Background: an optimization exercise with open tools, aiming at small area and a short achievable clock period. Do not read the settings as production practice. Only simulation tests tie the RTL to the original design; equivalence was not proved. Power and IR drop assume default switching activity.

## build 70
// arm
module arm(
	input  logic        clk, reset,
	output logic [31:0] PC,
	input  logic [31:0] Instr,
	output logic        MemWrite,
	output logic [31:0] ALUResult,
	output logic [31:0] WriteData,
	input  logic [31:0] ReadData,
	output logic [3:0]  byteEnable);
export LEC_CHECK = 0
export ABC_AREA = 1
export CAP_MARGIN = 30
export CORE_MARGIN = 2
export CORE_UTILIZATION = 45
export GPL_TIMING_DRIVEN = 0
export SETUP_SLACK_MARGIN = 5.0
export SLEW_MARGIN = 20
create_clock -name core_clock -period 20.0 [get_ports {clk}]
standard.sh (not shown) runs the stock make flow with config.mk's settings and CLKGATE_MAP_FILE= SYNTH_SCRIPT=/design/flow/synth_recipe.tcl, a recipe that flattens the netlist after the stock synthesis.
==> flow/flow/run.sh <==
#!/bin/bash
# Standard ORFS layout with these changes:
#  - Yosys's full/half-adder extraction is skipped (ADDER_MAP_FILE empty), so
#    ABC maps the adders and XORs itself;
#  - ABC maps with flow/abc_map.script (via flow/my_synth.tcl, which then runs
#    the standard flow's own synthesis script unchanged);
#  - every port still gets a buffer, but a plain buf_2 instead of the delay
#    cell buffer_ports picks on its own.
set -euo pipefail
export MY_ABC_SCRIPT=$PWD/flow/abc_map.script
export FLOW_SYNTH_TCL=$PWD/synth_recipe.tcl
bash standard.sh ADDER_MAP_FILE= SYNTH_SCRIPT=$PWD/flow/my_synth.tcl \
  "BUFFER_PORTS_ARGS=-buffer_cell sky130_fd_sc_hd__buf_2" finish > make_finish.log 2>&1
==> flow/flow/abc_map.script <==
strash
&get -n
&dch -f
&nf
&put
buffer -c
topo
stime -c
upsize -c
dnsize -c
==> flow/flow/my_synth.tcl <==
# The standard flow's synthesis script unchanged, except that ABC's combinational
# mapping uses flow/abc_map.script instead of ORFS's abc_speed/abc_area.
proc abc {args} {
  set i [lsearch -exact $args -script]
  if {$i >= 0} { lset args [expr {$i + 1}] $::env(MY_ABC_SCRIPT) }
  yosys abc {*}$args
}
source $::env(FLOW_SYNTH_TCL)
#### Input delta (build 12 over build 70)
- PLACE_DENSITY now 0.75, previously not set
==> flow/flow/run.sh <==
#!/bin/bash
# Standard ORFS layout with these changes:
#  - Yosys's full/half-adder extraction is skipped (ADDER_MAP_FILE empty), so
#    ABC maps the adders and XORs itself;
#  - every port still gets a buffer, but a plain buf_2 instead of the delay
#    cell buffer_ports picks on its own;
set -euo pipefail
bash standard.sh ADDER_MAP_FILE= SETUP_SLACK_MARGIN=6.5 \
  "BUFFER_PORTS_ARGS=-buffer_cell sky130_fd_sc_hd__buf_2" finish > make_finish.log 2>&1
removed: flow/flow/abc_map.script
removed: flow/flow/my_synth.tcl
Notes after the runs:
- Build 12 was carried through to the last stage, and its layout satisfied the timing, design-rule and antenna checks.
- What build 12 reported for cell count has to be multiplied by 0.73 to get the figure for build 70.
- [build 12] largest net degree at the start of global routing fell 3 relative to build 70
- Comparing build 12 and build 70, the higher number of placement rows was measured on build 12.
- Post-route clock skew delta for build 12 relative to build 70: 0.010 ns higher
- Build 12 vs. build 70: total inserted antenna cells increased 3, share of total power in the clock network increased by 1.8 points relative to the old numbers.
Input-level comparison between build 24 and build 12:
- a change of CORE_UTILIZATION from 45 to 52
- a deleted PLACE_DENSITY that had been 0.75
- an added CTS_BUF_LIST of sky130_fd_sc_hd__clkbuf_8
==> notes.md <==
Any difference in multi-input combinational cell count between build 12 and build 24 is small enough to ignore. Timing startpoint of the critical path: Instr[16] -> build 12, Instr[18] -> build 24. Taking build 12 as the reference, in build 24 period utilization rose 0.96 points, total clock buffers created by CTS rose 30.

========
## run 1
arm again, from the RTL that the note above started with.
export LEC_CHECK = 0
export ABC_AREA = 1
export CAP_MARGIN = 30
export CORE_MARGIN = 2
export CORE_UTILIZATION = 45
export CTS_BUF_LIST = sky130_fd_sc_hd__clkbuf_16
export CTS_CLUSTER_DIAMETER = 60
export CTS_CLUSTER_SIZE = 14
export GPL_TIMING_DRIVEN = 0
export SETUP_SLACK_MARGIN = 5.0
export SLEW_MARGIN = 20
create_clock -name core_clock -period 20.0 [get_ports {clk}]
==> flow/flow/run.sh <==
#!/bin/bash
# Standard ORFS layout with these changes:
#  - Yosys's full/half-adder extraction is skipped (ADDER_MAP_FILE empty), so
#    ABC maps the adders and XORs itself;
#  - every port still gets a buffer, but a plain buf_2 instead of the delay
#    cell buffer_ports picks on its own;
set -euo pipefail
bash standard.sh ADDER_MAP_FILE= SETUP_SLACK_MARGIN=6.5 \
  "BUFFER_PORTS_ARGS=-buffer_cell sky130_fd_sc_hd__buf_2" finish > make_finish.log 2>&1
Run 1 ran to completion and came out clean on the timing, design-rule and antenna checks.
[inputs] run 2 vs run 1
- CTS_CLUSTER_DIAMETER no longer set, was 60
- CTS_BUF_LIST now sky130_fd_sc_hd__clkbuf_8, was sky130_fd_sc_hd__clkbuf_16
- CTS_CLUSTER_SIZE no longer set, was 14
### Flow results
[run 2 vs run 1] final clock period utilization by the worst path: lower in run 2. On final-layout clock-cell area share: between run 1 and run 2, it ends up higher for run 2. Lower clock-pin slew on the worst setup and hold paths was reported by run 2, not run 1. Re count of plain and timing-repair buffers in the layout: run 1 and run 2 aren't equal, and the higher value belongs to run 2. A cell with the biggest individual delay on the critical path of sky130_fd_sc_hd__clkinv_1 is what run 1 shows, while sky130_fd_sc_hd__o31ai_1 belongs to run 2. Compared with run 1, run 2 shows a lower number of post-CTS setup repair buffers. Compared run 2 vs run 1, and power is up in run 2.
What run 3 does differently from run 2 at the input level:
- a deleted CTS_BUF_LIST that had been sky130_fd_sc_hd__clkbuf_8
[summary]
Diff run 2 -> run 3: sequential cell count of the final layout essentially unchanged, part of the total power dissipated in combinational logic decreased 1.0 points. Status: non-clock buffer area fraction after layout parity (run 2, run 3). Diff run 2 -> run 3: wire length now sits lower, combined area of the multi-input logic cells level, final worst slack has decreased. For run 2, the cell at the slowest stage of the critical path was sky130_fd_sc_hd__o31ai_1, unlike run 3, where it was sky130_fd_sc_hd__nor2_1. Looking at portion of the clock cycle consumed by the worst path in the final layout across run 3 and run 2, the one that comes out lower is run 2. The end of the critical path comes out WriteData[25] in one run and ALUResult[31] in the other, namely in run 3 and run 2 respectively. Overall power consumption: run 3 vs run 2 up 2.1%. Diff run 2 -> run 3: number of violations reported at the end of detailed-routing iteration 0 fell by 62; post-route cell area flat; overall via count from detail_route went down about 0.8%.
[inputs] run 4 vs run 3
- setting CTS_BUF_LIST to sky130_fd_sc_hd__clkbuf_8 for the first time
-- flow/flow/run.sh --
<<< run 3, line 7
set -euo pipefail
bash standard.sh ADDER_MAP_FILE= SETUP_SLACK_MARGIN=6.5 \
  "BUFFER_PORTS_ARGS=-buffer_cell sky130_fd_sc_hd__buf_2" finish > make_finish.log 2>&1
>>> run 4, line 7
set -euo pipefail
bash standard.sh ADDER_MAP_FILE= SETUP_SLACK_MARGIN=6.0 \
  "BUFFER_PORTS_ARGS=-buffer_cell sky130_fd_sc_hd__buf_2" finish > make_finish.log 2>&1
Results
- Going from run 3 to run 4, share of total power consumed by net switching grows by 1.7 points.
- There was hardly any difference in total wire length after detailed routing between run 4 and run 3.
- Run 3 has a lower sequential share of layout area than run 4.
- Insertion delay of the later-clocked pin in the worst-skew pair in run 4 is 100 ps higher than in run 3
- Run 4 vs run 3: worst voltage drop across the vdd grid down
- When run 4 is measured against run 3, its multi-input logic area turns out about 3.7% lower.
- Run 4 ended up with ALUResult[31] as its timing endpoint of the critical path; run 3 ended up with WriteData[25].
- The clock-buffer cell count number comes out higher for run 4 vs run 3.
- Number of search-and-repair iterations in the first detailed-routing pass: run 3 vs run 4 identical
- Higher relative contribution of combinational cells to total power goes to run 4 over run 3.
- Relative to run 3, count of antenna diodes in the layout has increased by 3 in run 4.

## port drivers added, routing unchanged
The results above use ideal ports. As a check the final layouts listed here were re-extracted and re-timed, cells and wires unchanged. Step 1, drivers: a clkbuf_16 drives clk and a buf_2 each remaining input, both assumed. Step 2 also shifts input and output timing later by t, the mid clock arrival at the registers, as if the neighbouring blocks saw the same clock. Slacks: ideal ports / drivers / drivers and shift; pairs: ideal ports / drivers.
run	t (ns)	slack for setup (ns)	worst setup path after step 2	worst data-port slew with drivers (ns)
build 70	0.681	4.958 / 4.921 / 4.921	input to output	0.12
build 12	0.692	6.541 / 6.519 / 6.519	input to output	0.11
build 24	0.782	6.349 / 6.320 / 6.320	input to output	0.10
run 1	0.662	6.482 / 6.460 / 6.460	input to output	0.05
run 2	0.785	6.544 / 6.520 / 6.520	input to output	0.05
run 3	0.690	6.489 / 6.468 / 6.468	input to output	0.05
run 4	0.778	5.930 / 5.899 / 5.899	input to output	0.05
After both steps every run listed still meets setup and hold. The setup slack of build 70, which loses most, moves by -0.037 ns with the drivers and by -0.037 ns with both steps.
